Background: an optimization exercise with open tools, aiming at small area and a short achievable clock period. Do not read the settings as production practice.
RTL that was checked went through simulation tests only; none was proved equivalent to the original.
Function not checked in runs 6 to 8: the RTL went through the layout flow alone.
The clock input has no modelled driver; a real chip could not lean on it and would need a root buffer or a full tree.
No activity file was given, so power comes from the tool's default toggle rates.

==> design.v <==
`timescale 1ns/1ps
module sync_fifo #(
    parameter WIDTH = 32,
    parameter DEPTH = 8
)(
    input wire clk,
    input wire rst,
    input wire wr_en,
    input wire rd_en,
    input wire [WIDTH-1:0] din,
    output reg [WIDTH-1:0] dout,
    output reg full,
    output wire empty
);
    reg [WIDTH-1:0] mem [0:7];
    reg [7:0] wen_q;    
    wire [7:0] wen = wen_q ^ 8'd1;
    reg [7:0] rsel_q;   
    wire [7:0] rsel = rsel_q ^ 8'd1;
    reg full_i, nempty_i, nempty_o;
    assign empty = ~nempty_o;
    wire wr_acc = wr_en & ~full_i;
    wire rd_acc = rd_en & nempty_i;
    wire n7 = |(wen & {rsel[0], rsel[7:1]});
    wire n1 = |(rsel & {wen[0], wen[7:1]});
    wire full_nx = (full_i & ~rd_acc) | (wr_acc & ~rd_acc & n7);
    wire [8:0] sel = {~rd_acc, rsel & {8{rd_acc}}};
    wire [WIDTH-1:0] rdata;
    genvar b, w;
    generate
        for (b = 0; b < WIDTH; b = b + 1) begin : g_rd
            sync_fifo_rdbit u_rd (
                .sel(sel),
                .d({dout[b], mem[7][b], mem[6][b], mem[5][b], mem[4][b],
                    mem[3][b], mem[2][b], mem[1][b], mem[0][b]}),
                .y(rdata[b])
            );
        end
        for (w = 0; w < 8; w = w + 1) begin : g_wr
            always @(posedge clk) begin
                if (wen[w])
                    mem[w] <= din;
            end
        end
    endgenerate
    always @(posedge clk or posedge rst) begin
        if (rst) begin
            wen_q    <= 8'd0;
            rsel_q   <= 8'd0;
            full_i   <= 1'b0;
            nempty_i <= 1'b0;
            full     <= 1'b0;
            nempty_o <= 1'b0;
            dout     <= {WIDTH{1'b0}};
        end else begin
            dout <= rdata;
            wen_q <= ({8{~full_nx}} &
                     ({8{full_i}} & rsel | (wr_acc ? {wen[6:0], wen[7]} : wen))) ^ 8'd1;
            if (rd_acc) rsel_q <= {rsel[6:0], rsel[7]} ^ 8'd1;
            full_i   <= full_nx;
            nempty_i <= (nempty_i | wr_acc) & ~(rd_acc & ~wr_acc & n1);
            full     <= ~rd_acc & (full_i | (wr_acc & n7));
            nempty_o <= wr_acc | (nempty_i & ~(rd_acc & n1));
        end
    end
endmodule
module sync_fifo_rdbit (
    input wire [8:0] sel,
    input wire [8:0] d,
    output wire y
);
    wire [2:0] n;
    sync_fifo_aoi222 u_a (.s(sel[2:0]), .d(d[2:0]), .y(n[0]));
    sync_fifo_aoi222 u_b (.s(sel[5:3]), .d(d[5:3]), .y(n[1]));
    sync_fifo_aoi222 u_c (.s(sel[8:6]), .d(d[8:6]), .y(n[2]));
    sync_fifo_nand3 u_n (.a(n), .y(y));
endmodule
module sync_fifo_aoi222 (
    input wire [2:0] s,
    input wire [2:0] d,
    output wire y
);
    assign y = ~|(s & d);
endmodule
module sync_fifo_nand3 (
    input wire [2:0] a,
    output wire y
);
    assign y = ~&a;
endmodule
==> flow/run.sh <==
#!/bin/bash
# Own layout flow: the standard ORFS flow (standard synthesis unchanged),
# with
#  - the port buffers made as buf_1 cells instead of the default delay buffers;
#  - clock tree synthesis without dummy loads, in clusters of up to 30 sinks;
#  - after CTS, the branch level of the clock tree removed (collapse_clock.tcl),
#    so every register sees the root buffer and one leaf buffer; the CTS
#    step's timing repair then runs on the collapsed tree.
# make's output goes to make_finish.log; each step's own log is under orfs/logs.
set -euo pipefail
cd "$(dirname "$0")/.."
here=$(pwd)
bash standard.sh \
  "BUFFER_PORTS_ARGS=-buffer_cell sky130_fd_sc_hd__buf_1" \
  "CTS_ARGS=-sink_clustering_enable -repair_clock_nets -dont_use_dummy_load -sink_clustering_size 30 -sink_clustering_max_diameter 150" \
  "POST_CTS_TCL=$here/flow/collapse_clock.tcl" \
  "SKIP_CTS_REPAIR_TIMING=1" \
  finish > make_finish.log 2>&1
==> flow/collapse_clock.tcl <==
# POST_CTS hook (with SKIP_CTS_REPAIR_TIMING=1): collapse the clock tree to two buffer levels. Every clock
# buffer that the root buffer drives and that drives only other clock
# buffers is removed, and its loads are moved onto the root buffer's net.
# All registers keep the same number of buffers (two) between them and the
# clock port, so the tree stays balanced; only the insertion delay drops.
proc my_collapse_clock_tree {} {
  set block [ord::get_db_block]
  set removed 0
  set port [$block findBTerm clk]
  set clknet [$port getNet]
  foreach rit [$clknet getITerms] {
    set root [$rit getInst]
    set rootout ""
    foreach it [$root getITerms] { if {[$it isOutputSignal]} { set rootout [$it getNet] } }
    if {$rootout eq ""} { continue }
    foreach it [$rootout getITerms] {
      set mid [$it getInst]
      if {$mid eq $root} { continue }
      if {![string match "*clkbuf*" [[$mid getMaster] getName]]} { continue }
      set midout ""
      foreach mit [$mid getITerms] { if {[$mit isOutputSignal]} { set midout $mit } }
      if {$midout eq ""} { continue }
      set onet [$midout getNet]
      set all_bufs 1
      foreach lit [$onet getITerms] {
        if {$lit eq $midout} { continue }
        if {![string match "*clkbuf*" [[[$lit getInst] getMaster] getName]]} { set all_bufs 0 }
      }
      if {!$all_bufs} { continue }
      foreach lit [$onet getITerms] {
        if {$lit eq $midout} { continue }
        $lit disconnect
        $lit connect $rootout
      }
      $midout disconnect
      $it disconnect
      odb::dbInst_destroy $mid
      odb::dbNet_destroy $onet
      incr removed
    }
  }
  puts "my_collapse_clock_tree: removed $removed clock buffers"
}
my_collapse_clock_tree
estimate_parasitics -placement
report_clock_latency -clock [all_clocks]

# The CTS step's own timing repair is skipped (SKIP_CTS_REPAIR_TIMING=1) so
# that it runs here, on the collapsed tree, as cts.tcl would run it.
repair_timing_helper
set result [catch { detailed_placement } msg]
if { $result != 0 } {
  error "Detailed placement failed after the clock tree collapse: $msg"
}
check_placement -verbose
==> standard.sh <==
#!/bin/bash
# synth_recipe.tcl (not shown) runs the flow's synth.tcl, then flattens the netlist and writes it again
# the make line also repeats each setting of config.mk as NAME=value (left out here)
make -C /OpenROAD-flow-scripts/flow DESIGN_CONFIG=/design/flow/config.mk WORK_HOME=/design/flow/orfs CLKGATE_MAP_FILE= SYNTH_SCRIPT=/design/flow/synth_recipe.tcl "${@:-finish}"
==> config.mk <==
export PLATFORM = sky130hd
export DESIGN_NAME = sync_fifo
export DESIGN_NICKNAME = sync_fifo
export VERILOG_FILES = /design/flow/design.v
export SDC_FILE = /design/flow/constraint.sdc
export NUM_CORES = 4
export LEC_CHECK = 0
export CAP_MARGIN = 20
export CORE_MARGIN = 2
export CORE_UTILIZATION = 40
export SETUP_SLACK_MARGIN = 1.36
export SLEW_MARGIN = 20
export SYNTH_HIERARCHICAL = 1
export TNS_END_PERCENT = 25
==> constraint.sdc <==
create_clock -name core_clock -period 3.0 [get_ports {clk}]
set_input_delay 0.6000 -clock core_clock [delete_from_list [all_inputs] [get_ports {clk}]]
set_output_delay 0.6000 -clock core_clock [all_outputs]
set_load 0.01 [all_outputs]
==> results of run 1 <==
-- modules after synthesis (local to each module, per instance), excerpt --
| module | times used | flip-flops and latches | cell area, sq um | cells |
|---|---|---|---|---|
| sync_fifo | 1 | 308 | 9510 | 385 |
| sync_fifo_aoi222 | 96 | 0 | 10.0 | 1 |
| sync_fifo_nand3 | 32 | 0 | 5.00 | 1 |
-- where the power goes --
| group | internal, mW | leakage [nW] | switching, mW |
|---|---|---|---|
| Combinational | 1.19 | 0.893 | 2.03 |
| Sequential | 6.25 | 3.04 | 0.735 |
| Clock | 0.721 | 0.148 | 1.15 |
| Total | 8.15 | 4.08 | 3.92 |
-- cell usage after synthesis --
library cell	number	share of area
inv_1	6	0.0021
and3_1	7	0.0041
a211o_1	1	0.00082
o21ai_0	9	0.0042
clkbuf_1	3	0.0011
nor2_1	2	0.00071
buf_6	1	0.0011
a31oi_4	1	0.0020
a22o_1	2	0.0016
and2_1	1	0.00059
nand3_1	32	0.015
o221ai_1	2	0.0016
nand4_1	1	0.00059
a221oi_1	1	0.00082
a221oi_4	1	0.0025
a21o_1	9	0.0064
a211oi_1	15	0.011
a222oi_1	97	0.091
dfrtp_1	52	0.12
edfxtp_1	256	0.72
nand2_1	3	0.0011
clkinv_2	1	0.00047
a22oi_1	2	0.0014
nor2b_1	7	0.0041
buf_2	1	0.00047
-- flip-flops by register name, summed over array words and instances, names as in the netlist --
name / flops
nempty_i: 1
rsel_q: 8
wen_q: 8
dout: 32
full_i: 1
mem: 256
nempty_o: 1
full: 1
-- final timing paths --
| check | start | endpoint | cells after the start |
|---|---|---|---|
| worst min register to register | mem[7][12] | dout[12] | 2 |
| max in group asynchronous | rst | dout[5] | 3 |
| min in group core_clock | mem[7][12] | dout[12] | 2 |
| worst max-delay path | dout[29] | dout[29] | 1 |
| worst max register to register | nempty_i | dout[7] | 5 |
| worst min-delay path | rst | dout[19] | 2 |
-- stage by stage --
step	utilization	worst slack, ps
after floorplan	-	1120
after global placement	0.442	649
after detailed placement	0.442	584
after global routing	0.471	1320
final	0.471	1360
-- per-layer routing --
metal  vias to the layer above  track usage  routed length (um)  part of all wire
li1                       2550            -                   -                 -
met1                      3148        0.263               11000              0.41
met2                       329        0.310               13000              0.48
met3                        36       0.0402                2360             0.088
met4                         0       0.0581                 519             0.019
met5                         -            0                   0                 0
-- kinds of logic after synthesis --
group                  after synthesis
DFF                                308
AOI/OAI and AO/OA                  140
and+or+nand+nor                     53
buffers and inverters               12
-- final cells by class --
type                            instances  area, sq um  area share
Multi-Input combinational cell        193         1650       0.134
Inverter                                7         60.1     0.00490
Tap cell                              335          419      0.0342
Sequential cell                       308         9000       0.734
Timing Repair inverter                  2         32.5     0.00265
Clock buffer                           12          300      0.0245
Timing Repair Buffer                  114          801      0.0653
==> results.txt, run 1 <==
outcome finished clean; Final setup viols 0; IO Pins 70; ANT cells 0; Syn-to-layout area delta 15.3%; vias in the first global route between 6000 and 7000; starting density of the core 0.408; Syn. warnings 8; most common cell after layout, fill and taps aside edfxtp_1; setup TNS 0 ps; clock slew at reported path FFs 110 ps; initial antenna violation count 0; Initial DRC Count around 1000; clock sinks 308; dpl hpwl between 10 and 15 mm; PwrDens 984 nW/um^2; Post-Syn Instances 513; slowest cell on the critical path dfrtp_1; slew at the pin closest to its max-slew limit 891 ps; clock latency on the worst-skew pair 440 ps; worst path cell trace buf_1; DR WL/cell 27.6 um; Synth Area in XOR/XNOR 0; first-pass GRT wire length 39.1 mm; Nets 674; Netlist cell types 25; post-route ant nets 0; DIE WIDTH 167 um; Min Hold Slack 313 ps; RSZ-0062 raised after global routing yes; final cell count without fillers a little under 1000; P_leak 4.08 nW; slew margin rel. 0.405; overall routing resource usage 0.192; Post-Syn Area ~11000 sq um; Core ar. roughly 26000 sq um; die height 167 um; Worst path max stage delay 430 ps; #FFs+latches synth 308; final standard cell area without fillers between 10000 and 15000 sq um; CP startpoint kind flop; CP arrival 1040 ps; commonest non-fill, non-tap cells in the layout 256 x edfxtp_1, 97 x a222oi_1, 66 x buf_1, 45 x dfrtp_1, 32 x nand3_1; detailed-route via count 6063; crit path max fanout 2; Reg2Reg Setup Slack 1400 ps; Post-Syn Area per Cell 20.7 sq um; WP buf/inv 1; Worst Setup End Kind output pin; Final Skew approximately 59 ps; First-pass DRT Iterations 9; count of final max-slew check failures 0; largest family of logic cells by synthesized area compound AO/OA/AOI/OAI gates; crit-path leading delay family flip-flops; total power draw 12.1 mW; die area about 28000 sq um; Area after DPL 11500 sq um; Final Hold Fails 0; largest net degree at the start of global routing 37; Max Freq 608 MHz; Post-Synth Adder-Cell Area 0; DRC Markers 0; vias per cell 6.24; Post-Synth Simple-Gate Area 0.0262; number of max-cap violations 0; count of input and output buffers 69; placed cell count ~930; GR Overflow Total 0; Hold WC Path Type input pin to async pin; share of layout cells above drive strength 1 0.134; final worst path period share 0.548; mux share of post-synthesis cell area 0; Synth Area in Compound Gates 0.123; gpl congestion 0.822; type of the worst setup path flop to output pin; post-layout min period between 1500 and 2000 ps; sequential fraction of the synthesis area 0.845; Max VDD drop ~0.00056 V; Rows 59; Layout fillers approximately 2200; routed wire length about 27 mm; Worst EP required 2400 ps
==> run 2, diff against run 1 <==
--- a/config.mk
+++ b/config.mk
@@ -8,7 +8,7 @@
 export CAP_MARGIN = 20
 export CORE_MARGIN = 2
 export CORE_UTILIZATION = 40
-export SETUP_SLACK_MARGIN = 1.36
+export PLACE_DENSITY = 0.85
+export SETUP_SLACK_MARGIN = 1.33
 export SLEW_MARGIN = 20
 export SYNTH_HIERARCHICAL = 1
-export TNS_END_PERCENT = 25
==> results.txt, run 2 <==
share of layout cells above drive strength 1 0.127 (-0.00629); P_leak 4.06 nW (-0.45%); IO Pins 70 (unchanged); routed wire length 26.4 mm (-1.4%); Initial DRC Count 1213 (+18%); vias per cell 6.32 (+1.2%); most common cell after layout, fill and taps aside edfxtp_1; type of the worst setup path flop to flop; Syn-to-layout area delta 14.7%; overall routing resource usage 0.178 (-0.0141); PwrDens 983 nW/um^2 (about the same); Top reg by flops mem; Synth Flop Type edfxtp_1; final worst path period share 0.567 (+0.0184); dpl hpwl 14.0 mm (about the same); clock slew at reported path FFs 110 ps (about the same); Post-Syn Area 10600 sq um (unchanged); setup TNS 0 ps (unchanged); Synth top area share 0.723 (unchanged); Syn. warnings 8 (unchanged); slew at the pin closest to its max-slew limit 686 ps (-205 ps); initial antenna violation count 2 (+2); Final setup viols 0 (unchanged); DRC Markers 0 (unchanged); RSZ-0062 raised after global routing yes; first-pass GRT wire length 36.9 mm (-5.6%); Worst path max stage delay 670 ps (+240 ps); DIE WIDTH 167 um (unchanged); Max VDD drop 0.000497 V (-11%); crit path max fanout 20 (+18); GR Overflow Total 0 (unchanged); EDFF count, synth 256 (unchanged); clock sinks 308 (unchanged); number of max-cap violations 0 (unchanged); total power draw 12.0 mW (-0.66%); die area 27900 sq um (unchanged); sequential fraction of the synthesis area 0.845 (unchanged); area leader, netlist edfxtp_1; Nets 674 (unchanged); count leader, synth edfxtp_1; Core ar. 26100 sq um (unchanged); Worst EP required 3330 ps (+930 ps); CP startpoint kind flop; starting density of the core 0.408 (unchanged); worst path cell trace a221oi_4 > a31oi_4 > a211o_1; #FFs+latches synth 308 (unchanged); Final Core Density 0.468 (-0.00269); vias in the first global route 6091 (-0.25%); die height 167 um (unchanged); Post-synth ARST share 0.169 (unchanged); clock latency on the worst-skew pair 430 ps (about the same); Netlist cell types 25 (unchanged); Rows 59 (unchanged); commonest non-fill, non-tap cells in the layout 256 x edfxtp_1, 97 x a222oi_1, 67 x buf_1, 43 x dfrtp_1, 32 x nand3_1; post-layout min period 1700 ps (+55.2 ps); Reg2Reg Depth 3 (-2); detailed-route via count 6144 (+1.3%); DR WL/cell 27.2 um (-1.5%); Max Freq 588 MHz (-3.2%); post-route ant nets 0 (unchanged); count of input and output buffers 69 (unchanged); count of final max-slew check failures 0 (unchanged); Layout fillers 2099 (-4.2%); largest net degree at the start of global routing 34 (-8.1%); CP arrival 2030 ps (+990 ps); reg2reg start wen_q[1]; max reg flops 256 (unchanged); Final Hold Fails 0 (unchanged); First-pass DRT Iterations 6 (-3); Post-Syn Instances 513 (unchanged); R2R Path End wen_q[0]; gpl congestion 0.814 (-1.0%); outcome finished clean; Final Skew 55.9 ps (-2.88 ps); Post-Syn Area per Cell 20.7 sq um (unchanged); Worst Setup End Kind flop; Hold WC Path Type input pin to async pin; Reg2Reg Setup Slack 1300 ps (-100 ps); Area contributors post-synth edfxtp_1 72%, dfrtp_1 12%, a222oi_1 9.1%, nand3_1 1.5%, a211oi_1 1.1%; slowest cell on the critical path dfrtp_4; largest registers mem: 256 flops, dout: 32 flops; slew margin rel. 0.543 (+0.138); commonest cells in the netlist 256 x edfxtp_1, 97 x a222oi_1, 52 x dfrtp_1, 32 x nand3_1, 15 x a211oi_1
==> run 2: cell counts after synthesis <==
Identical to the previous run, type by type.
==> run 2: per-stage QoR <==
step | hold WS (ps) | cells | setup WS [ps] | area (sq um)
finish | 51.4 | 972 | 1300 | 12200
detailed placement | 461 | 936 | 350 | 11500
global route | 54.7 | 972 | 1240 | 12200
global placement | 451 | 936 | 531 | 11500
floorplan | 447 | 513 | 1260 | 10700
==> run 2: worst max-delay path, delay by kind of cell, from the launching register on <==
| kind | cells | cell delay, ps |
|---|---|---|
| flip-flops | 1 | 670 |
| AO/OA/AOI/OAI | 3 | 920 |
==> run 2: power by group <==
part	internal [mW]	switching [mW]	leakage (nW)
sequential	6.26	0.842	3.03
clock	0.721	1.12	0.148
combinational	1.14	1.92	0.877
==> run 2: area by class of cell <==
cell class	instances	area, sq um	share of cell area
Antenna cell	1	2.50	0.000205
Clock buffer	12	300	0.0246
Inverter	7	46.3	0.00380
Multi-Input combinational cell	193	1620	0.133
Sequential cell	308	9010	0.739
Tap cell	335	419	0.0344
Timing Repair Buffer	114	778	0.0638
Timing Repair inverter	2	13.8	0.00113
==> run 2: metal layers <==
layer	vias up	wire, um	global-route usage
li1	2555	-	-
met1	3046	9230	0.221
met2	470	13200	0.295
met3	71	3300	0.0473
met4	2	739	0.0742
met5	-	13	0
==> run 2: cell families (layout without fill, tap and decap cells) <==
kind of cell | Yosys count | after routing | share of synthesized area
other cells | 0 | 1 | 0
buf+inv | 12 | 135 | 0.00518
flops | 308 | 308 | 0.845
compound gates | 140 | 140 | 0.123
simple gates | 53 | 53 | 0.0262
==> run 2: worst max path at each step <==
stage	startpoint	to	slack, ps	cells after the start
floorplan	wen_q[0]	wen_q[1]	1260	4
global placement	rd_en	dout[27]	530	7
detailed placement	rd_en	dout[29]	350	7
global route	nempty_i	dout[19]	1240	5
finish	wen_q[1]	wen_q[0]	1300	3
==> run 2: modules after synthesis (local to each module, per instance), excerpt <==
module            cells  area (sq um)  times used
sync_fifo           385          9510           1
sync_fifo_aoi222      1          10.0          96
sync_fifo_nand3       1          5.00          32
==> run 3, diff against run 2 <==
--- a/config.mk
+++ b/config.mk
@@ -8,7 +8,7 @@
 export CAP_MARGIN = 20
 export CORE_MARGIN = 2
 export CORE_UTILIZATION = 40
-export PLACE_DENSITY = 0.85
+export PLACE_DENSITY = 0.45
 export SETUP_SLACK_MARGIN = 1.33
 export SLEW_MARGIN = 20
 export SYNTH_HIERARCHICAL = 1
==> results.txt, run 3 <==
outcome finished clean; Netlist cell types 25 (unchanged); Worst EP required 3300 ps (-30 ps); routed wire length 27.2 mm (+2.9%); crit path max fanout 9 (-55%); die height 167 um (unchanged); final worst path period share 0.541 (-0.0258); DRC Markers 0 (unchanged); First-pass DRT Iterations 6 (unchanged); Max Freq 616 MHz (+4.8%); final standard cell area without fillers 12200 sq um (-0.11%); type of the worst setup path flop to flop; DR WL/cell 28.1 um (+3.3%); initial antenna violation count 1 (-1); Synth Flop Type edfxtp_1; Final Hold Fails 0 (unchanged); largest registers mem: 256 flops, dout: 32 flops; EDFF count, synth 256 (unchanged); die area 27900 sq um (unchanged); Reg2Reg Depth 6 (+3); detailed-route via count 5915 (-3.7%); post-layout min period 1620 ps (-77.5 ps); clock sinks 308 (unchanged); vias per cell 6.11 (-3.3%); Syn-to-layout area delta 14.5%; DIE WIDTH 167 um (unchanged); Post-Syn Instances 513 (unchanged); post-route ant nets 0 (unchanged); P_leak 4.04 nW (-0.38%); Synth top area share 0.723 (unchanged); Post-Syn Area 10600 sq um (unchanged); count of input and output buffers 69 (unchanged); sequential fraction of the synthesis area 0.845 (unchanged); Setup crit end dout[28]; CP arrival 1920 ps (-110 ps); Final Skew 53.8 ps (-2.13 ps); slew margin rel. 0.557 (+0.0141); Area after DPL 11600 sq um (+0.57%); worst setup path startpoint nempty_i; overall routing resource usage 0.200 (+0.0220); most common cell after layout, fill and taps aside edfxtp_1; area leader, netlist edfxtp_1; setup TNS 0 ps (unchanged); count of final max-slew check failures 0 (unchanged); R2R Path End dout[28]; commonest non-fill, non-tap cells in the layout 256 x edfxtp_1, 97 x a222oi_1, 66 x buf_1, 44 x dfrtp_1, 32 x nand3_1; vias in the first global route 6053 (-0.62%); Area contributors post-synth edfxtp_1 72%, dfrtp_1 12%, a222oi_1 9.1%, nand3_1 1.5%, a211oi_1 1.1%; number of max-cap violations 0 (unchanged); first-pass GRT wire length 40.0 mm (+8.5%); Final setup viols 0 (unchanged); reg2reg start nempty_i; Rows 59 (unchanged); count leader, synth edfxtp_1; Top reg by flops mem; PwrDens 983 nW/um^2 (about the same); Core ar. 26100 sq um (unchanged); Hold WC Path Type input pin to async pin; Max VDD drop 0.000391 V (-21%); dpl hpwl 14.7 mm (+4.8%); clock latency on the worst-skew pair 440 ps (about the same); Worst Setup End Kind flop; Initial DRC Count 788 (-35%); Post-synth ARST share 0.169 (unchanged); starting density of the core 0.408 (unchanged); Reg2Reg Setup Slack 1380 ps (+80 ps); IO Pins 70 (unchanged); commonest cells in the netlist 256 x edfxtp_1, 97 x a222oi_1, 52 x dfrtp_1, 32 x nand3_1, 15 x a211oi_1; RSZ-0062 raised after global routing yes; largest net degree at the start of global routing 36 (+5.9%); gpl congestion 0.725 (-11%); slew at the pin closest to its max-slew limit 665 ps (-21.2 ps); max reg flops 256 (unchanged); Nets 670 (-0.59%); CP startpoint kind flop; share of layout cells above drive strength 1 0.125 (-0.00236); #FFs+latches synth 308 (unchanged); Post-Syn Area per Cell 20.7 sq um (unchanged); clock slew at reported path FFs 110 ps (about the same); GR Overflow Total 0 (unchanged); Syn. warnings 8 (unchanged)
## run 3: cell counts after synthesis
No cell type changed its count.
## run 3: report_power, final
group / switching, mW / internal, mW / total (mW)
Clock: 1.17 / 0.722 / 1.89
Sequential: 0.819 / 6.25 / 7.07
Combinational: 1.87 / 1.14 / 3.01
Total: 3.86 / 8.11 / 12.0
## run 3: modules after synthesis (local to each module, per instance), excerpt
module	flops+latches	cells inside	area, sq um	times used
sync_fifo_aoi222	0	1	10.0	96
sync_fifo_nand3	0	1	5.00	32
sync_fifo	308	385	9510	1
## run 3: cell type report
| type | count | area (sq um) |
|---|---|---|
| Tap cell | 335 | 419 |
| Inverter | 7 | 42.5 |
| Multi-Input combinational cell | 193 | 1630 |
| Fill cell | 2218 | 13900 |
| Clock buffer | 12 | 300 |
| Timing Repair Buffer | 111 | 766 |
| Timing Repair inverter | 1 | 8.76 |
| Antenna cell | 1 | 2.50 |
| Sequential cell | 308 | 9010 |
## run 3: worst max-delay path, cell delays in order, from the launching register on
cell and delay [ps]:
dfrtp_2 470, and2_4 220, clkinv_8 70, nor2_4 60
buf_12 150, a222oi_1 380, nand3_1 130
## run 3: worst min-delay path by stage
stage          startpoint       end  slack [ps]  depth (start not counted)
2_1_floorplan   mem[4][0]   dout[0]         450                          2
3_3_place_gp   mem[1][20]  dout[20]         460                          2
3_5_place_dp   mem[1][18]  dout[18]         460                          2
5_1_grt               rst   dout[7]         190                          2
6_report              rst      full         170                          2
## run 3: stage by stage
stage / util / worst slack (ps) / power (mW) / instances / hold WS, ps
2_1_floorplan: - / 1260 / 8.39 / 513 / 447
3_3_place_gp: 0.443 / 601 / 9.84 / 938 / 455
3_5_place_dp: 0.443 / 521 / 9.94 / 938 / 459
5_1_grt: 0.467 / 1290 / 12.6 / 967 / 188
6_report: 0.467 / 1380 / 12.0 / 968 / 167
## run 3: metal layers
metal / vias up / global-route usage / routed length (um)
met5: - / 0 / 0
met4: 0 / 0.0603 / 420
met3: 25 / 0.0444 / 1780
met2: 225 / 0.329 / 13500
met1: 3121 / 0.267 / 11500
li1: 2544 / - / -
## run 3: cell families (layout without fill, tap and decap cells)
logic type,Yosys count,in the layout,synth area share
AOI/OAI and AO/OA,140,140,0.123
and+or+nand+nor,53,53,0.0262
buffers and inverters,12,131,0.00518
other,0,1,0
DFF,308,308,0.845
==> run 4, diff against run 3 <==
--- a/config.mk
+++ b/config.mk
@@ -8,7 +8,6 @@
 export CAP_MARGIN = 20
 export CORE_MARGIN = 2
 export CORE_UTILIZATION = 40
-export PLACE_DENSITY = 0.45
 export SETUP_SLACK_MARGIN = 1.33
 export SLEW_MARGIN = 20
 export SYNTH_HIERARCHICAL = 1
==> results.txt, run 4 <==
outcome finished clean; overall routing resource usage 0.182 (-0.0178); die height 167 um (unchanged); crit path max fanout 2 (-7); crit-path leading delay family flip-flops; Initial DRC Count 1092 (+39%); post-route ant nets 0 (unchanged); Worst path max stage delay 420 ps (-50 ps); count of final max-slew check failures 0 (unchanged); P_leak 4.02 nW (-0.50%); count leader, synth edfxtp_1; final cell count without fillers 968 (unchanged); max reg flops 256 (unchanged); type of the worst setup path flop to output pin; Post-synth ARST share 0.169 (unchanged); most common cell after layout, fill and taps aside edfxtp_1; final standard cell area without fillers 12100 sq um (-0.97%); placed cell count 938 (unchanged); Core ar. 26100 sq um (unchanged); Syn. warnings 8 (unchanged); largest family of logic cells by synthesized area compound AO/OA/AOI/OAI gates; Top reg by flops mem; Post-Syn Instances 513 (unchanged); mux share of post-synthesis cell area 0 (unchanged); Post-Synth Adder-Cell Area 0 (unchanged); Hold WC Path Type input pin to async pin; WP buf/inv 1 (-1); RSZ-0062 raised after global routing yes; largest registers mem: 256 flops, dout: 32 flops; DR WL/cell 26.6 um (-5.3%); dpl hpwl 14.1 mm (-3.6%); Post-Synth Simple-Gate Area 0.0262 (unchanged); count of input and output buffers 69 (unchanged); Synth Area in XOR/XNOR 0 (unchanged); #FFs+latches synth 308 (unchanged); area leader, netlist edfxtp_1; commonest cells in the netlist 256 x edfxtp_1, 97 x a222oi_1, 52 x dfrtp_1, 32 x nand3_1, 15 x a211oi_1; PwrDens 980 nW/um^2 (-0.32%); IO Pins 70 (unchanged); gpl congestion 0.811 (+12%); starting density of the core 0.408 (unchanged); slew margin rel. 0.472 (-0.0845); Sw Share 0.320 (-0.00253); Max VDD drop 0.000557 V (+43%); Clock Power Share 0.157 (about the same); DIE WIDTH 167 um (unchanged); initial antenna violation count 0 (-1); post-layout min period 1630 ps (+5.20 ps); die area 27900 sq um (unchanged); largest net degree at the start of global routing 31 (-14%); setup TNS 0 ps (unchanged); combinational power share 0.249 (-0.002); Worst EP required 2400 ps (-900 ps); clock sinks 308 (unchanged); Final Hold Fails 0 (unchanged); first-pass GRT wire length 37.1 mm (-7.2%); Synth top area share 0.723 (unchanged); slew at the pin closest to its max-slew limit 791 ps (+127 ps); Int Power 8.03 mW (-0.91%); Rows 59 (unchanged); part of the power in registers 0.594 (+0.004); ANT cells 0 (-1); Area after DPL 11500 sq um (-0.26%); CP startpoint kind flop; vias per cell 6.15 (+0.66%); Area contributors post-synth edfxtp_1 72%, dfrtp_1 12%, a222oi_1 9.1%, nand3_1 1.5%, a211oi_1 1.1%; Max Freq 615 MHz (-0.32%); GR Overflow Total 0 (unchanged); Worst Setup End Kind output pin; Layout fillers 2190 (-1.3%); First-pass DRT Iterations 8 (+2); Final Skew 61.5 ps (+7.72 ps); vias in the first global route 5888 (-2.7%); Syn-to-layout area delta 13.4%; Nets 671 (+0.15%); CP arrival 1030 ps (-890 ps); Synth Area in Compound Gates 0.123 (unchanged); Switch Pwr 3.78 mW (-2.1%); EDFF count, synth 256 (unchanged); DRC Markers 0 (unchanged); Netlist cell types 25 (unchanged); worst path cell trace buf_1; detailed-route via count 5954 (+0.66%); commonest non-fill, non-tap cells in the layout 256 x edfxtp_1, 97 x a222oi_1, 66 x buf_1, 43 x dfrtp_1, 32 x nand3_1; Post-Syn Area 10600 sq um (unchanged); clock slew at reported path FFs 120 ps (about the same); Final setup viols 0 (unchanged); Post-Syn Area per Cell 20.7 sq um (unchanged); sequential fraction of the synthesis area 0.845 (unchanged); routed wire length 25.8 mm (-5.3%); clock latency on the worst-skew pair 450 ps (about the same); Synth Flop Type edfxtp_1; slowest cell on the critical path dfrtp_1; share of layout cells above drive strength 1 0.122 (-0.00336); final worst path period share 0.542 (+0.00173); number of max-cap violations 0 (unchanged)
==> run 4: cell types whose count changed in the layout (fill, tap and decap cells not counted), moves of 2 or more <==
cell	previous run	this run
and3_1	1	5
and3_4	5	1
buf_12	11	1
buf_4	25	30
buf_6	4	6
buf_8	0	4
clkbuf_16	14	12
clkbuf_2	2	4
==> run 4: layout make-up <==
cell class	count	area [sq um]	area share
repair buffers	112	668	0.0554
repair inverters	1	8.76	0.000726
flip-flops and latches	308	9010	0.747
well taps	335	419	0.0348
clock buffers	12	300	0.0249
inverters	7	46.3	0.00384
multi-input cells	193	1610	0.133
==> run 4: power groups by stage <==
stage / sequential, mW / combinational [mW] / clock [mW]
2_1_floorplan: 7.17 / 1.22 / 0
5_1_grt: 7.14 / 3.18 / 2.05
3_3_place_gp: 7.23 / 2.46 / 0
3_5_place_dp: 7.29 / 2.52 / 0
6_report: 7.02 / 2.94 / 1.86
==> run 4: cells by family after synthesis <==
kind of cell / count (synthesis)
flops: 308
compound gates: 140
simple gates: 53
buf+inv: 12
==> run 4: metrics by stage <==
| stage | total power [mW] | hold slack (ps) | util | setup slack, ps |
|---|---|---|---|---|
| finish | 11.8 | 255 | 0.463 | 1370 |
| floorplan | 8.39 | 447 | - | 1260 |
| global route | 12.4 | 279 | 0.463 | 1310 |
| global placement | 9.69 | 449 | 0.441 | 616 |
| detailed placement | 9.81 | 463 | 0.442 | 508 |
==> run 4: worst paths after layout <==
kind | startpoint | endpoint | slack [ps] | cells after the start
worst max register to register | nempty_i | dout[7] | 1390 | 5
min in group core_clock | mem[1][6] | dout[6] | 440 | 2
max in group asynchronous | rst | dout[4] | 2010 | 4
worst max-delay path | dout[23] | dout[23] | 1370 | 1
worst min-delay path | rst | nempty_o | 250 | 2
worst min register to register | mem[1][6] | dout[6] | 440 | 2
==> run 4: per-module statistics from Yosys (local to each module, per instance), excerpt <==
module | flops+latches | cells inside
sync_fifo_nand3 | 0 | 1
sync_fifo_aoi222 | 0 | 1
sync_fifo | 308 | 385
==> run 4: layer usage <==
layer | up-vias | GRT usage | share of wire
li1 | 2547 | - | -
met1 | 3111 | 0.250 | 0.42
met2 | 274 | 0.299 | 0.49
met3 | 22 | 0.0380 | 0.076
met4 | 0 | 0.0435 | 0.011
met5 | - | 0 | 0
==> run 5, diff against run 4 <==
--- a/flow/run.sh
+++ b/flow/run.sh
@@ -5,7 +5,9 @@
 #  - clock tree synthesis without dummy loads, in clusters of up to 30 sinks;
 #  - after CTS, the branch level of the clock tree removed (collapse_clock.tcl),
 #    so every register sees the root buffer and one leaf buffer; the CTS
-#    step's timing repair then runs on the collapsed tree.
+#    step's timing repair then runs on the collapsed tree;
+#  - at floorplan, synthesis buffers removed instead of a timing repair on
+#    the unplaced netlist.
 # make's output goes to make_finish.log; each step's own log is under orfs/logs.
 set -euo pipefail
 cd "$(dirname "$0")/.."
@@ -15,4 +17,5 @@
   "CTS_ARGS=-sink_clustering_enable -repair_clock_nets -dont_use_dummy_load -sink_clustering_size 30 -sink_clustering_max_diameter 150" \
   "POST_CTS_TCL=$here/flow/collapse_clock.tcl" \
   "SKIP_CTS_REPAIR_TIMING=1" \
+  "REMOVE_ABC_BUFFERS=1" \
   finish > make_finish.log 2>&1
==> results.txt, run 5 <==
commonest non-fill, non-tap cells in the layout 256 x edfxtp_1, 97 x a222oi_1, 65 x buf_1, 47 x dfrtp_1, 32 x nand3_1; outcome finished clean; Final Hold Fails 0 (unchanged); crit-path leading delay family flip-flops; final cell count without fillers 962 (-0.62%); Synth top area share 0.723 (unchanged); Nets 665 (-0.89%); number of max-cap violations 0 (unchanged); DR WL/cell 26.6 um (about the same); commonest cells in the netlist 256 x edfxtp_1, 97 x a222oi_1, 52 x dfrtp_1, 32 x nand3_1, 15 x a211oi_1; vias per cell 6.13 (-0.41%); setup TNS 0 ps (unchanged); starting density of the core 0.408 (unchanged); slew at the pin closest to its max-slew limit 818 ps (+26.4 ps); count leader, synth edfxtp_1; Final setup viols 0 (unchanged); vias in the first global route 5989 (+1.7%); clock latency on the worst-skew pair 440 ps (about the same); FF+latch area 9000 sq um (-0.17%); first-pass GRT wire length 37.9 mm (+2.1%); routed wire length 25.6 mm (-0.52%); Post-synth ARST share 0.169 (unchanged); Reg2Reg Setup Slack 1380 ps (about the same); Initial DRC Count 1075 (-1.6%); overall routing resource usage 0.186 (+0.00399); EDFF count, synth 256 (unchanged); die height 167 um (unchanged); Rows 59 (unchanged); PwrDens 982 nW/um^2 (+0.25%); initial antenna violation count 0 (unchanged); slowest cell on the critical path dfrtp_1; Area contributors post-synth edfxtp_1 72%, dfrtp_1 12%, a222oi_1 9.1%, nand3_1 1.5%, a211oi_1 1.1%; RSZ-0062 raised after global routing yes; Top reg by flops mem; First-pass DRT Iterations 8 (unchanged); final worst path period share 0.546 (+0.00344); count of input and output buffers 69 (unchanged); Layout fillers 2190 (unchanged); Post-Syn Area 10600 sq um (unchanged); Worst EP required 2400 ps (about the same); Post-Syn Area per Cell 20.7 sq um (unchanged); DIE WIDTH 167 um (unchanged); clock slew at reported path FFs 110 ps (about the same); Post-Syn Instances 513 (unchanged); Final Skew 53.5 ps (-8.02 ps); area leader, netlist edfxtp_1; WP buf/inv 1 (unchanged); ANT cells 0 (unchanged); Synth Flop Type edfxtp_1; Max Freq 611 MHz (-0.63%); GR Overflow Total 0 (unchanged); share of layout cells above drive strength 1 0.116 (-0.00522); P_leak 4.00 nW (-0.57%); detailed-route via count 5893 (-1.0%); dpl hpwl 14.6 mm (+3.2%); placed cell count 942 (+0.43%); Place WS 665 ps (+156 ps); CP startpoint kind flop; Max VDD drop 0.000574 V (+3.1%); Core ar. 26100 sq um (unchanged); Worst path max stage delay 440 ps (+20 ps); die area 27900 sq um (unchanged); max reg flops 256 (unchanged); crit path max fanout 2 (unchanged); post-layout min period 1640 ps (+10.3 ps); clock sinks 308 (unchanged); IO Pins 70 (unchanged); final worst slack 1360 ps (-10.3 ps); Syn. warnings 8 (unchanged); post-route ant nets 0 (unchanged); sequential fraction of the synthesis area 0.845 (unchanged); largest registers mem: 256 flops, dout: 32 flops; Hold WC Path Type input pin to async pin; type of the worst setup path flop to output pin; Worst Setup End Kind output pin; largest net degree at the start of global routing 37 (+19%); slew margin rel. 0.455 (-0.0176); area of the multi-input gates 1650 sq um (+3.0%); DRC Markers 0 (unchanged); #FFs+latches synth 308 (unchanged); Syn-to-layout area delta 13.3%; count of final max-slew check failures 0 (unchanged); most common cell after layout, fill and taps aside edfxtp_1; Min Hold Slack 187 ps (-67.2 ps); CP arrival 1040 ps (about the same); Final Core Density 0.462 (-0.000480); worst path cell trace buf_2; gpl congestion 0.781 (-3.8%); Netlist cell types 25 (unchanged)
==> run 5: report_power, final <==
group,switching (mW),internal [mW]
Clock,1.15,0.722
Sequential,0.710,6.24
Combinational,1.95,1.06
Total,3.81,8.02
==> run 5: per-module statistics from Yosys (local to each module, per instance), a selection <==
module            cell area (sq um)  times used
sync_fifo                      9510           1
sync_fifo_nand3                5.00          32
sync_fifo_aoi222               10.0          96
==> run 5: layout make-up <==
cell class | instances | share of cell area
clock buffers | 12 | 0.0249
inverters | 7 | 0.00312
multi-input cells | 194 | 0.137
well taps | 335 | 0.0348
repair buffers | 106 | 0.0532
flip-flops and latches | 308 | 0.747
==> run 5: cell families after synthesis <==
family                 count (synthesis)  share of synthesized area
AOI/OAI and AO/OA                    140                      0.123
buffers and inverters                 12                    0.00518
DFF                                  308                      0.845
and+or+nand+nor                       53                     0.0262
==> run 5: final timing paths <==
| kind | from | endpoint | depth (start not counted) |
|---|---|---|---|
| worst max-delay path | dout[0] | dout[0] | 1 |
| worst min-delay path | rst | dout[23] | 2 |
| worst max register to register | wen_q[1] | wen_q[4] | 3 |
| worst min register to register | mem[1][27] | dout[27] | 2 |
| max in group asynchronous | rst | wen_q[1] | 3 |
| min in group core_clock | mem[1][27] | dout[27] | 2 |
==> run 5: through the flow <==
| step | cell area, sq um | power [mW] |
|---|---|---|
| after floorplan | 10600 | 8.37 |
| after global placement | 11500 | 9.74 |
| after detailed placement | 11500 | 9.87 |
| after global routing | 12000 | 12.4 |
| final | 12000 | 11.8 |
==> run 5: metal layers <==
metal / vias up / wire length (um) / global-route usage
li1: 2539 / - / -
met1: 3073 / 10200 / 0.236
met2: 244 / 12800 / 0.313
met3: 37 / 1920 / 0.0456
met4: 0 / 680 / 0.0626
met5: - / 0 / 0
==> run 6, diff against run 5 <==
--- a/design.v
+++ b/design.v
@@ -13,11 +13,13 @@
     output wire empty
 );
     reg [WIDTH-1:0] mem [0:7];
-    reg [7:0] wen_q;    
-    wire [7:0] wen = wen_q ^ 8'd1;
+    reg [3:0] wj;       
     reg [7:0] rsel_q;   
+    reg full_i, nempty_i, nempty_o;
     wire [7:0] rsel = rsel_q ^ 8'd1;
-    reg full_i, nempty_i, nempty_o;
+    wire [7:0] wdec;
+    sync_fifo_jdec u_wdec (.j(wj), .y(wdec));
+    wire [7:0] wen = wdec & {8{~full_i}};
     assign empty = ~nempty_o;
     wire wr_acc = wr_en & ~full_i;
     wire rd_acc = rd_en & nempty_i;
@@ -45,7 +47,7 @@
     endgenerate
     always @(posedge clk or posedge rst) begin
         if (rst) begin
-            wen_q    <= 8'd0;
+            wj       <= 4'd0;
             rsel_q   <= 8'd0;
             full_i   <= 1'b0;
             nempty_i <= 1'b0;
@@ -54,8 +56,7 @@
             dout     <= {WIDTH{1'b0}};
         end else begin
             dout <= rdata;
-            wen_q <= ({8{~full_nx}} &
-                     ({8{full_i}} & rsel | (wr_acc ? {wen[6:0], wen[7]} : wen))) ^ 8'd1;
+            if (wr_acc) wj <= {wj[2:0], ~wj[3]};
             if (rd_acc) rsel_q <= {rsel[6:0], rsel[7]} ^ 8'd1;
             full_i   <= full_nx;
             nempty_i <= (nempty_i | wr_acc) & ~(rd_acc & ~wr_acc & n1);
@@ -63,6 +64,19 @@
             nempty_o <= wr_acc | (nempty_i & ~(rd_acc & n1));
         end
     end
+endmodule
+module sync_fifo_jdec (
+    input wire [3:0] j,
+    output wire [7:0] y
+);
+    assign y[0] = ~j[3] & ~j[0];
+    assign y[1] =  j[0] & ~j[1];
+    assign y[2] =  j[1] & ~j[2];
+    assign y[3] =  j[2] & ~j[3];
+    assign y[4] =  j[3] &  j[0];
+    assign y[5] = ~j[0] &  j[1];
+    assign y[6] = ~j[1] &  j[2];
+    assign y[7] = ~j[2] &  j[3];
 endmodule
 module sync_fifo_rdbit (
     input wire [8:0] sel,
==> results.txt, run 6 <==
outcome finished clean; max reg flops 256 (unchanged); area leader, netlist edfxtp_1; CP arrival 1970 ps (+930 ps); overall routing resource usage 0.188 (+0.00186); crit path max fanout 33 (+31); RSZ-0062 raised after global routing yes; Final Hold Fails 0 (unchanged); final worst path period share 0.556 (+0.0104); post-route ant nets 0 (unchanged); gpl congestion 0.774 (-0.88%); number of max-cap violations 0 (unchanged); Post-Syn Area per Cell 21.1 sq um (+1.6%); Post-Syn Area 10400 sq um (-1.8%); Hold WC Path Type input pin to async pin; IO Pins 70 (unchanged); Rows 59 (unchanged); type of the worst setup path flop to flop; DIE WIDTH 166 um (-0.89%); clock slew at reported path FFs 110 ps (about the same); Final setup viols 0 (unchanged); DRC Markers 0 (unchanged); Post-Syn Instances 496 (-3.3%); EDFF count, synth 256 (unchanged); Place WS 734 ps (+69.2 ps); P_leak 4.21 nW (+5.3%); commonest cells in the netlist 256 x edfxtp_1, 97 x a222oi_1, 48 x dfrtp_1, 32 x nand3_1, 11 x nor2b_1; sequential fraction of the synthesis area 0.851 (+0.00601); Worst Setup End Kind flop; Layout fillers 2177 (-0.59%); initial antenna violation count 2 (+2); final worst slack 1330 ps (-31.2 ps); die area 27400 sq um (-1.8%); PwrDens 746 nW/um^2 (-24%); detailed-route via count 5790 (-1.7%); post-layout min period 1670 ps (+31.2 ps); CP startpoint kind flop; slew margin rel. 0.572 (+0.117); Area contributors post-synth edfxtp_1 74%, dfrtp_1 12%, a222oi_1 9.3%, nand3_1 1.5%, nor2b_1 0.66%; routed wire length 25.8 mm (+0.88%); final standard cell area without fillers 12100 sq um (+0.38%); Core ar. 25800 sq um (-0.85%); Initial DRC Count 1006 (-6.4%); Synth top area share 0.736 (+0.0133); slew at the pin closest to its max-slew limit 642 ps (-176 ps); Area after DPL 11400 sq um (-1.1%); largest net degree at the start of global routing 34 (-8.1%); most common cell after layout, fill and taps aside edfxtp_1; largest registers mem: 256 flops, dout: 32 flops, rsel_q: 8 flops; vias per cell 6.08 (-0.82%); count leader, synth edfxtp_1; Post-synth ARST share 0.158 (-0.0109); starting density of the core 0.404 (-0.00396); Syn-to-layout area delta 15.8%; Syn. warnings 8 (unchanged); Worst EP required 3310 ps (+910 ps); vias in the first global route 5805 (-3.1%); count of input and output buffers 69 (unchanged); clock latency on the worst-skew pair 440 ps (about the same); final cell count without fillers 953 (-0.94%); GR Overflow Total 0 (unchanged); Nets 655 (-1.5%); Synth Flop Type edfxtp_1; placed cell count 917 (-2.7%); clock sinks 304 (-1.3%); share of layout cells above drive strength 1 0.141 (+0.0246); #FFs+latches synth 304 (-1.3%); Top reg by flops mem; Final Skew 67.0 ps (+13.5 ps); first-pass GRT wire length 36.3 mm (-4.2%); die height 166 um (-0.89%); commonest non-fill, non-tap cells in the layout 256 x edfxtp_1, 97 x a222oi_1, 62 x buf_1, 46 x dfrtp_1, 32 x nand3_1; FF+latch area 8890 sq um (-1.2%); Final Core Density 0.468 (+0.00576); dpl hpwl 13.2 mm (-9.9%); area of the multi-input gates 1630 sq um (-1.2%); count of final max-slew check failures 0 (unchanged); setup TNS 0 ps (unchanged); First-pass DRT Iterations 8 (unchanged); Max VDD drop 0.000376 V (-34%); DR WL/cell 27.1 um (+1.8%); Max Freq 599 MHz (-1.9%); Netlist cell types 26 (+4.0%)
-- run 6: kinds of logic (layout without fill, tap and decap cells) --
family / count (synthesis) / after routing / share of synthesized area
mux: 3 / 3 / 0.00324
simple gates: 61 / 64 / 0.0324
flops: 304 / 304 / 0.851
other cells: 0 / 1 / 0
buf+inv: 8 / 126 / 0.00395
compound gates: 120 / 120 / 0.109
-- run 6: modules after synthesis, one instance, submodules excluded, a selection --
module | copies in the design | cells inside | flops+latches | cell area, sq um
sync_fifo_nand3 | 32 | 1 | 0 | 5.00
sync_fifo_aoi222 | 96 | 1 | 0 | 10.0
sync_fifo_jdec | 1 | 8 | 0 | 52.6
sync_fifo | 1 | 360 | 304 | 9270
-- run 6: layout make-up --
class | instances | share of cell area
flip-flops and latches | 304 | 0.735
repair buffers | 109 | 0.0686
clock buffers | 12 | 0.0248
inverters | 5 | 0.00155
multi-input cells | 187 | 0.135
diodes | 1 | 0.000207
well taps | 335 | 0.0347
-- run 6: final timing paths --
kind | start | endpoint | slack [ps] | depth (start not counted)
worst max-delay path | nempty_i | dout[10] | 1330 | 5
worst min register to register | mem[4][26] | dout[26] | 410 | 2
min in group core_clock | mem[4][26] | dout[26] | 410 | 2
worst min-delay path | rst | dout[29] | 210 | 2
worst max register to register | nempty_i | dout[10] | 1330 | 5
max in group asynchronous | rst | dout[10] | 2180 | 3
-- run 6: report_power, final --
group	switching, mW	internal (mW)	total [mW]
sequential	0.239	5.71	5.95
clock	1.13	0.719	1.84
combinational	0.911	0.321	1.23
total	2.28	6.75	9.03
-- run 6: critical path, stage by stage, from the launching register on --
cell	delay [ps]
dfrtp_2	470
buf_12	150
and3_2	190
buf_12	190
a222oi_1	410
nand3_1	130
-- run 6: per-stage QoR --
step           power [mW]  hold slack [ps]
6_report             9.03              208
3_5_place_dp         7.16              463
5_1_grt              9.37              238
3_3_place_gp         7.09              456
2_1_floorplan        6.50              447
-- run 6: metal layers --
metal  vias to the layer above  track usage  share of wire
met4                         2       0.0545          0.015
li1                       2472            -              -
met1                      3036        0.254           0.42
met3                        27       0.0425          0.076
met5                         -            0        0.00043
met2                       253        0.306           0.49
==> run 7, diff against run 6 <==
==> flow/run.sh (replaced) <==
#!/bin/bash
# Own layout flow: the standard ORFS flow (standard synthesis unchanged),
# with
#  - the port buffers made as buf_1 cells instead of the default delay buffers;
#  - clock tree synthesis without dummy loads, in clusters of up to 30 sinks;
#  - after CTS, the branch level of the clock tree removed (collapse_clock.tcl),
#    so every register sees the root buffer and one leaf buffer; the CTS
#    step's timing repair then runs on the collapsed tree.
# make's output goes to make_finish.log; each step's own log is under orfs/logs.
set -euo pipefail
cd "$(dirname "$0")/.."
here=$(pwd)
bash standard.sh \
  "BUFFER_PORTS_ARGS=-buffer_cell sky130_fd_sc_hd__buf_1" \
  "CTS_ARGS=-sink_clustering_enable -repair_clock_nets -dont_use_dummy_load -sink_clustering_size 30 -sink_clustering_max_diameter 150" \
  "POST_CTS_TCL=$here/flow/collapse_clock.tcl" \
  "SKIP_CTS_REPAIR_TIMING=1" \
  finish > make_finish.log 2>&1
==> results.txt, run 7 <==
Syn. warnings 8 (unchanged); GR Overflow Total 0 (unchanged); Nets 648 (-1.1%); Initial DRC Count 930 (-7.6%); commonest non-fill, non-tap cells in the layout 256 x edfxtp_1, 97 x a222oi_1, 66 x buf_1, 46 x dfrtp_1, 32 x nand3_1; die height 166 um (unchanged); Layout fillers 2203 (+1.2%); clock slew at reported path FFs 110 ps (about the same); #FFs+latches synth 304 (unchanged); max reg flops 256 (unchanged); count of final max-slew check failures 0 (unchanged); Min Hold Slack 373 ps (+165 ps); worst path cell trace and3_4 > buf_4 > a222oi_1 > nand3_1; Final Hold Fails 0 (unchanged); DIE WIDTH 166 um (unchanged); dpl hpwl 13.5 mm (+2.6%); post-layout min period 1640 ps (-28.6 ps); P_leak 4.11 nW (-2.4%); Final Skew 68.0 ps (+1.05 ps); Worst Setup End Kind flop; most common cell after layout, fill and taps aside edfxtp_1; Synth Area in XOR/XNOR 0 (unchanged); Rows 59 (unchanged); sequential fraction of the synthesis area 0.851 (unchanged); largest registers mem: 256 flops, dout: 32 flops, rsel_q: 8 flops; commonest cells in the netlist 256 x edfxtp_1, 97 x a222oi_1, 48 x dfrtp_1, 32 x nand3_1, 11 x nor2b_1; vias in the first global route 5702 (-1.8%); Area contributors post-synth edfxtp_1 74%, dfrtp_1 12%, a222oi_1 9.3%, nand3_1 1.5%, nor2b_1 0.66%; starting density of the core 0.404 (unchanged); crit path max fanout 17 (-48%); Final setup viols 0 (unchanged); Final Core Density 0.461 (-0.00731); Top reg by flops mem; initial antenna violation count 1 (-1); DR WL/cell 25.7 um (-5.3%); CP startpoint kind flop; Max Freq 610 MHz (+1.7%); type of the worst setup path flop to flop; area leader, netlist edfxtp_1; crit-path leading delay family flip-flops; Worst EP required 3290 ps (-20 ps); Post-Syn Instances 496 (unchanged); DRC Markers 0 (unchanged); final worst path period share 0.547 (-0.00953); Post-Synth Simple-Gate Area 0.0324 (unchanged); largest family of logic cells by synthesized area compound AO/OA/AOI/OAI gates; count of input and output buffers 69 (unchanged); outcome finished clean; vias per cell 6.01 (-1.1%); EDFF count, synth 256 (unchanged); slew at the pin closest to its max-slew limit 774 ps (+133 ps); Hold WC Path Type input pin to async pin; total power draw 9.03 mW (about the same); setup TNS 0 ps (unchanged); overall routing resource usage 0.186 (-0.00185); first-pass GRT wire length 36.1 mm (-0.59%); Post-synth ARST share 0.158 (unchanged); First-pass DRT Iterations 6 (-2); WP buf/inv 1 (-1); Worst path max stage delay 500 ps (+30 ps); area of the multi-input gates 1610 sq um (-1.4%); slew margin rel. 0.484 (-0.0877); post-route ant nets 0 (unchanged); Post-Synth Adder-Cell Area 0 (unchanged); IO Pins 70 (unchanged); slowest cell on the critical path dfrtp_2; CP arrival 1940 ps (-30 ps); Synth Flop Type edfxtp_1; detailed-route via count 5687 (-1.8%); PwrDens 758 nW/um^2 (+1.6%); Max VDD drop 0.000586 V (+56%); number of max-cap violations 0 (unchanged); Netlist cell types 26 (unchanged); FF+latch area 8890 sq um (unchanged); gpl congestion 0.825 (+6.6%); Core ar. 25800 sq um (unchanged); routed wire length 24.3 mm (-6.0%); Post-Syn Area per Cell 21.1 sq um (unchanged); clock latency on the worst-skew pair 430 ps (about the same); clock sinks 304 (unchanged); Post-Syn Area 10400 sq um (unchanged); count leader, synth edfxtp_1; Synth Area in Compound Gates 0.109 (unchanged); mux share of post-synthesis cell area 0.00324 (unchanged); Synth top area share 0.736 (unchanged); Syn-to-layout area delta 14.0%; die area 27400 sq um (unchanged); largest net degree at the start of global routing 49 (+44%); RSZ-0062 raised after global routing yes; share of layout cells above drive strength 1 0.125 (-0.0164)
==> run 7: cell families after synthesis <==
group / after synthesis
multiplexers: 3
AO/OA/AOI/OAI: 120
buffers and inverters: 8
flip-flops: 304
AND/OR/NAND/NOR: 61
==> run 7: modules after synthesis, one instance, submodules excluded, a selection <==
module,cell area (sq um),flops+latches,cells inside,times used
sync_fifo_jdec,52.6,0,8,1
sync_fifo_nand3,5.00,0,1,32
sync_fifo,9270,304,360,1
sync_fifo_aoi222,10.0,0,1,96
==> run 7: area by class of cell <==
cell class                 instances  area share
antenna                            1    0.000210
clock buffer                      12      0.0252
timing repair buffer             105      0.0554
tap                              335      0.0352
sequential                       304       0.747
multi-input combinational        184       0.135
inverter                           5     0.00189
==> run 7: worst paths after layout <==
kind | startpoint | to | slack, ps | cells after the start
max in group asynchronous | rst | full_i | 2070 | 3
hold reg to reg | mem[1][22] | dout[22] | 420 | 2
setup / recovery | nempty_i | dout[22] | 1360 | 4
min in group core_clock | mem[1][22] | dout[22] | 420 | 2
hold / removal | rst | dout[23] | 370 | 3
setup reg to reg | nempty_i | dout[22] | 1360 | 4
==> run 7: power by group <==
part           internal [mW]  leakage [nW]  switching, mW
Combinational          0.325         0.914          0.913
Sequential              5.71          3.05          0.234
Clock                  0.720         0.148           1.13
==> run 7: metrics by stage <==
| stage | std cells | setup slack, ps | cell area (sq um) |
|---|---|---|---|
| global route | 946 | 1300 | 11900 |
| global placement | 921 | 845 | 11400 |
| detailed placement | 921 | 782 | 11400 |
| floorplan | 496 | 1060 | 10500 |
| finish | 946 | 1360 | 11900 |
==> run 7: routing by layer <==
metal / share of wire / track usage
met2: 0.48 / 0.294
met1: 0.42 / 0.263
met3: 0.082 / 0.0427
met4: 0.012 / 0.0451
met5: 0 / 0
==> run 7: worst register-to-register path: cells and delay by family, from the launching register on <==
kind                   cells  cell delay [ps]
and+or+nand+nor            2              410
AOI/OAI and AO/OA          1              360
buffers and inverters      1              230
DFF                        1              500
==> run 8, diff against run 7 <==
--- a/design.v
+++ b/design.v
@@ -13,13 +13,12 @@
     output wire empty
 );
     reg [WIDTH-1:0] mem [0:7];
-    reg [3:0] wj;       
-    reg [7:0] rsel_q;   
+    reg [7:0] wen_q;    
+    wire [7:0] wen = wen_q ^ 8'd1;
+    reg [3:0] rj;       
+    wire [7:0] rsel;    
+    sync_fifo_jdec u_rdec (.j(rj), .y(rsel));
     reg full_i, nempty_i, nempty_o;
-    wire [7:0] rsel = rsel_q ^ 8'd1;
-    wire [7:0] wdec;
-    sync_fifo_jdec u_wdec (.j(wj), .y(wdec));
-    wire [7:0] wen = wdec & {8{~full_i}};
     assign empty = ~nempty_o;
     wire wr_acc = wr_en & ~full_i;
     wire rd_acc = rd_en & nempty_i;
@@ -47,8 +46,8 @@
     endgenerate
     always @(posedge clk or posedge rst) begin
         if (rst) begin
-            wj       <= 4'd0;
-            rsel_q   <= 8'd0;
+            wen_q    <= 8'd0;
+            rj       <= 4'd0;
             full_i   <= 1'b0;
             nempty_i <= 1'b0;
             full     <= 1'b0;
@@ -56,8 +55,9 @@
             dout     <= {WIDTH{1'b0}};
         end else begin
             dout <= rdata;
-            if (wr_acc) wj <= {wj[2:0], ~wj[3]};
-            if (rd_acc) rsel_q <= {rsel[6:0], rsel[7]} ^ 8'd1;
+            wen_q <= ({8{~full_nx}} &
+                     ({8{full_i}} & rsel | (wr_acc ? {wen[6:0], wen[7]} : wen))) ^ 8'd1;
+            if (rd_acc) rj <= {rj[2:0], ~rj[3]};
             full_i   <= full_nx;
             nempty_i <= (nempty_i | wr_acc) & ~(rd_acc & ~wr_acc & n1);
             full     <= ~rd_acc & (full_i | (wr_acc & n7));
==> results.txt, run 8 <==
type of the worst setup path flop to flop; first-pass GRT wire length 38.7 mm (+7.2%); commonest non-fill, non-tap cells in the layout 256 x edfxtp_1, 97 x a222oi_1, 66 x buf_1, 39 x dfrtp_1, 32 x nand3_1; routed wire length 27.4 mm (+13%); WP buf/inv 1 (unchanged); count of final max-slew check failures 0 (unchanged); Top reg by flops mem; area of the multi-input gates 1780 sq um (+11%); GR Overflow Total 0 (unchanged); number of max-cap violations 0 (unchanged); setup TNS 0 ps (unchanged); Max VDD drop 0.000481 V (-18%); clock latency on the worst-skew pair 440 ps (about the same); Post-Syn Area 10600 sq um (+1.0%); largest registers mem: 256 flops, dout: 32 flops, wen_q: 8 flops; final worst path period share 0.584 (+0.0373); crit-path leading delay family compound AO/OA/AOI/OAI gates; Int Power 8.08 mW (+20%); dpl hpwl 13.3 mm (-1.6%); Post-Synth Adder-Cell Area 0 (unchanged); Post-Syn Area per Cell 20.4 sq um (-3.2%); overall routing resource usage 0.191 (+0.00542); vias in the first global route 6162 (+8.1%); Post-Synth Simple-Gate Area 0.0345 (+0.00216); Worst EP required 3340 ps (+50 ps); Area contributors post-synth edfxtp_1 73%, dfrtp_1 11%, a222oi_1 9.2%, nand3_1 1.5%, a211oi_1 1.1%; slew at the pin closest to its max-slew limit 794 ps (+19.7 ps); slew margin rel. 0.470 (-0.0143); Sw Share 0.330 (+0.0784); mux share of post-synthesis cell area 0 (-0.00324); Max Freq 571 MHz (-6.4%); FF+latch area 8910 sq um (+0.18%); Nets 673 (+3.9%); Netlist cell types 24 (-7.7%); outcome finished clean; Switch Pwr 3.98 mW (+75%); P_leak 3.95 nW (-3.8%); Syn-to-layout area delta 14.8%; IO Pins 70 (unchanged); share of layout cells above drive strength 1 0.145 (+0.0203); First-pass DRT Iterations 7 (+1); Initial DRC Count 1215 (+31%); part of the power in registers 0.570 (-0.088); Clock Power Share 0.154 (-0.050); most common cell after layout, fill and taps aside edfxtp_1; Post-Syn Instances 518 (+4.4%); Syn. warnings 8 (unchanged); Final Skew 69.4 ps (+1.36 ps); gpl congestion 0.832 (+0.90%); DR WL/cell 28.3 um (+10%); Hold WC Path Type input pin to async pin; RSZ-0062 raised after global routing yes; Core ar. 26000 sq um (+0.57%); final worst slack 1250 ps (-112 ps); Post-synth ARST share 0.158 (unchanged); #FFs+latches synth 304 (unchanged); Worst Setup End Kind flop; starting density of the core 0.406 (+0.00189); Synth Area in Compound Gates 0.119 (+0.00955); CP startpoint kind flop; CP arrival 2090 ps (+150 ps); combinational power share 0.276 (+0.139); clock slew at reported path FFs 110 ps (about the same); Layout fillers 2179 (-1.1%); PwrDens 996 nW/um^2 (+31%); EDFF count, synth 256 (unchanged); max reg flops 256 (unchanged); Synth Flop Type edfxtp_1; Worst path max stage delay 440 ps (-60 ps); largest net degree at the start of global routing 40 (-18%); DIE WIDTH 166 um (+0.51%); largest family of logic cells by synthesized area compound AO/OA/AOI/OAI gates; count of input and output buffers 69 (unchanged); die area 27700 sq um (+1.0%); crit path max fanout 10 (-7); vias per cell 6.24 (+3.7%); DRC Markers 0 (unchanged); die height 166 um (+0.51%); Final setup viols 0 (unchanged); Synth top area share 0.729 (-0.00760); post-route ant nets 0 (unchanged); initial antenna violation count 2 (+1); clock sinks 304 (unchanged); Final Hold Fails 0 (unchanged); count leader, synth edfxtp_1; detailed-route via count 6056 (+6.5%); area leader, netlist edfxtp_1; slowest cell on the critical path dfrtp_1; post-layout min period 1750 ps (+112 ps); sequential fraction of the synthesis area 0.843 (-0.00878); Place WS 338 ps (-444 ps); worst path cell trace and2b_2 > a22o_1 > a221oi_2 > a311oi_4 > buf_12 > a211o_1; total power draw 12.1 mW (+34%); commonest cells in the netlist 256 x edfxtp_1, 97 x a222oi_1, 48 x dfrtp_1, 32 x nand3_1, 15 x a211oi_1; Synth Area in XOR/XNOR 0 (unchanged); Rows 59 (unchanged)
==> run 8: cell count changes after synthesis, moves of 5 or more <==
cell	previous run	this run
o21ai_0	3	9
and3_1	0	8
and3_2	7	0
a21o_1	7	2
nand2_1	4	11
clkbuf_1	1	6
a211oi_1	0	15
==> run 8: per-layer routing <==
layer  share of wire  vias up  track usage
li1                -     2566            -
met4           0.013        2       0.0442
met3           0.096       29       0.0448
met1            0.41     3163        0.268
met2            0.48      296        0.306
met5         0.00047        -            0
==> run 8: final cells by class <==
type | count | area share
antenna | 1 | 0.000207
clock buffer | 12 | 0.0248
inverter | 6 | 0.00351
multi-input combinational | 209 | 0.147
sequential | 304 | 0.735
tap | 335 | 0.0346
timing repair buffer | 104 | 0.0545
==> run 8: Yosys stat by module (local to each module, per instance), excerpt <==
module,area (sq um),flops+latches,cells inside
sync_fifo,9380,304,382
sync_fifo_aoi222,10.0,0,1
sync_fifo_jdec,52.6,0,8
sync_fifo_nand3,5.00,0,1
==> run 8: cell families (layout without fill, tap and decap cells) <==
logic type,after synthesis,in the layout
buffers and inverters,12,122
other,0,1
AO/OA/AOI/OAI,133,133
AND/OR/NAND/NOR,69,76
flip-flops,304,304
==> run 8: worst paths after layout <==
kind	from	end	slack (ps)	depth (start not counted)
max	rj[2]	wen_q[0]	1250	6
min	rst	dout[20]	270	2
max reg2reg	rj[2]	wen_q[0]	1250	6
min reg2reg	mem[4][20]	dout[20]	390	2
max in group asynchronous	rst	wen_q[7]	2010	3
min in group core_clock	mem[4][20]	dout[20]	390	2
==> run 8: power by group through the flow <==
| stage | Combinational [mW] | Clock [mW] | Sequential [mW] |
|---|---|---|---|
| 2_1_floorplan | 1.31 | 0 | 7.08 |
| 3_3_place_gp | 2.75 | 0 | 6.94 |
| 3_5_place_dp | 2.82 | 0 | 7.02 |
| 5_1_grt | 3.56 | 2.04 | 7.00 |
| 6_report | 3.33 | 1.86 | 6.88 |
==> run 8: stage by stage <==
step	instance area [sq um]	hold WS, ps	cells	util
6_report	12100	266	971	0.466
5_1_grt	12100	298	970	0.466
3_5_place_dp	11400	461	930	0.439
3_3_place_gp	11400	454	930	0.439
2_1_floorplan	10600	447	518	-

==> what the ideal ports hide <==
The results above use ideal ports. As a check the final layouts listed here were re-extracted and re-timed, cells and wires unchanged.
Step 1 (the two cells are an assumption about what drives the block):
set clk [get_ports {clk}]
set_driving_cell -lib_cell sky130_fd_sc_hd__clkbuf_16 $clk
set_driving_cell -lib_cell sky130_fd_sc_hd__buf_2 [delete_from_list [all_inputs] $clk]
Step 2 also shifts input and output timing later by t, the mid clock arrival at the registers, as if the neighbouring blocks saw the same clock.
Three values: ideal, step 1, step 2; two values: the first two.
| run | shift t [ns] | slack for setup (ns) | worst setup path after step 2 | slew at the worst register clock pin (ns) |
|---|---|---|---|---|
| run 1 | 0.459 | 1.356 / 1.311 / 1.029 | input to register | 0.11 / 0.11 |
| run 2 | 0.443 | 1.300 / 1.300 / 1.021 | input to register | 0.11 / 0.11 |
| run 3 | 0.461 | 1.378 / 1.336 / 1.031 | input to register | 0.11 / 0.11 |
| run 4 | 0.457 | 1.373 / 1.331 / 1.006 | input to register | 0.12 / 0.12 |
| run 5 | 0.456 | 1.362 / 1.316 / 1.008 | input to register | 0.11 / 0.11 |
| run 6 | 0.453 | 1.331 / 1.323 / 0.972 | input to register | 0.11 / 0.11 |
| run 7 | 0.442 | 1.360 / 1.318 / 1.054 | input to register | 0.11 / 0.11 |
| run 8 | 0.448 | 1.248 / 1.248 / 0.922 | input to register | 0.12 / 0.12 |
After both steps every run listed still meets setup and hold. For run 4, which loses most, drivers alone change the setup slack by -0.042 ns; drivers and shift together by -0.367 ns.
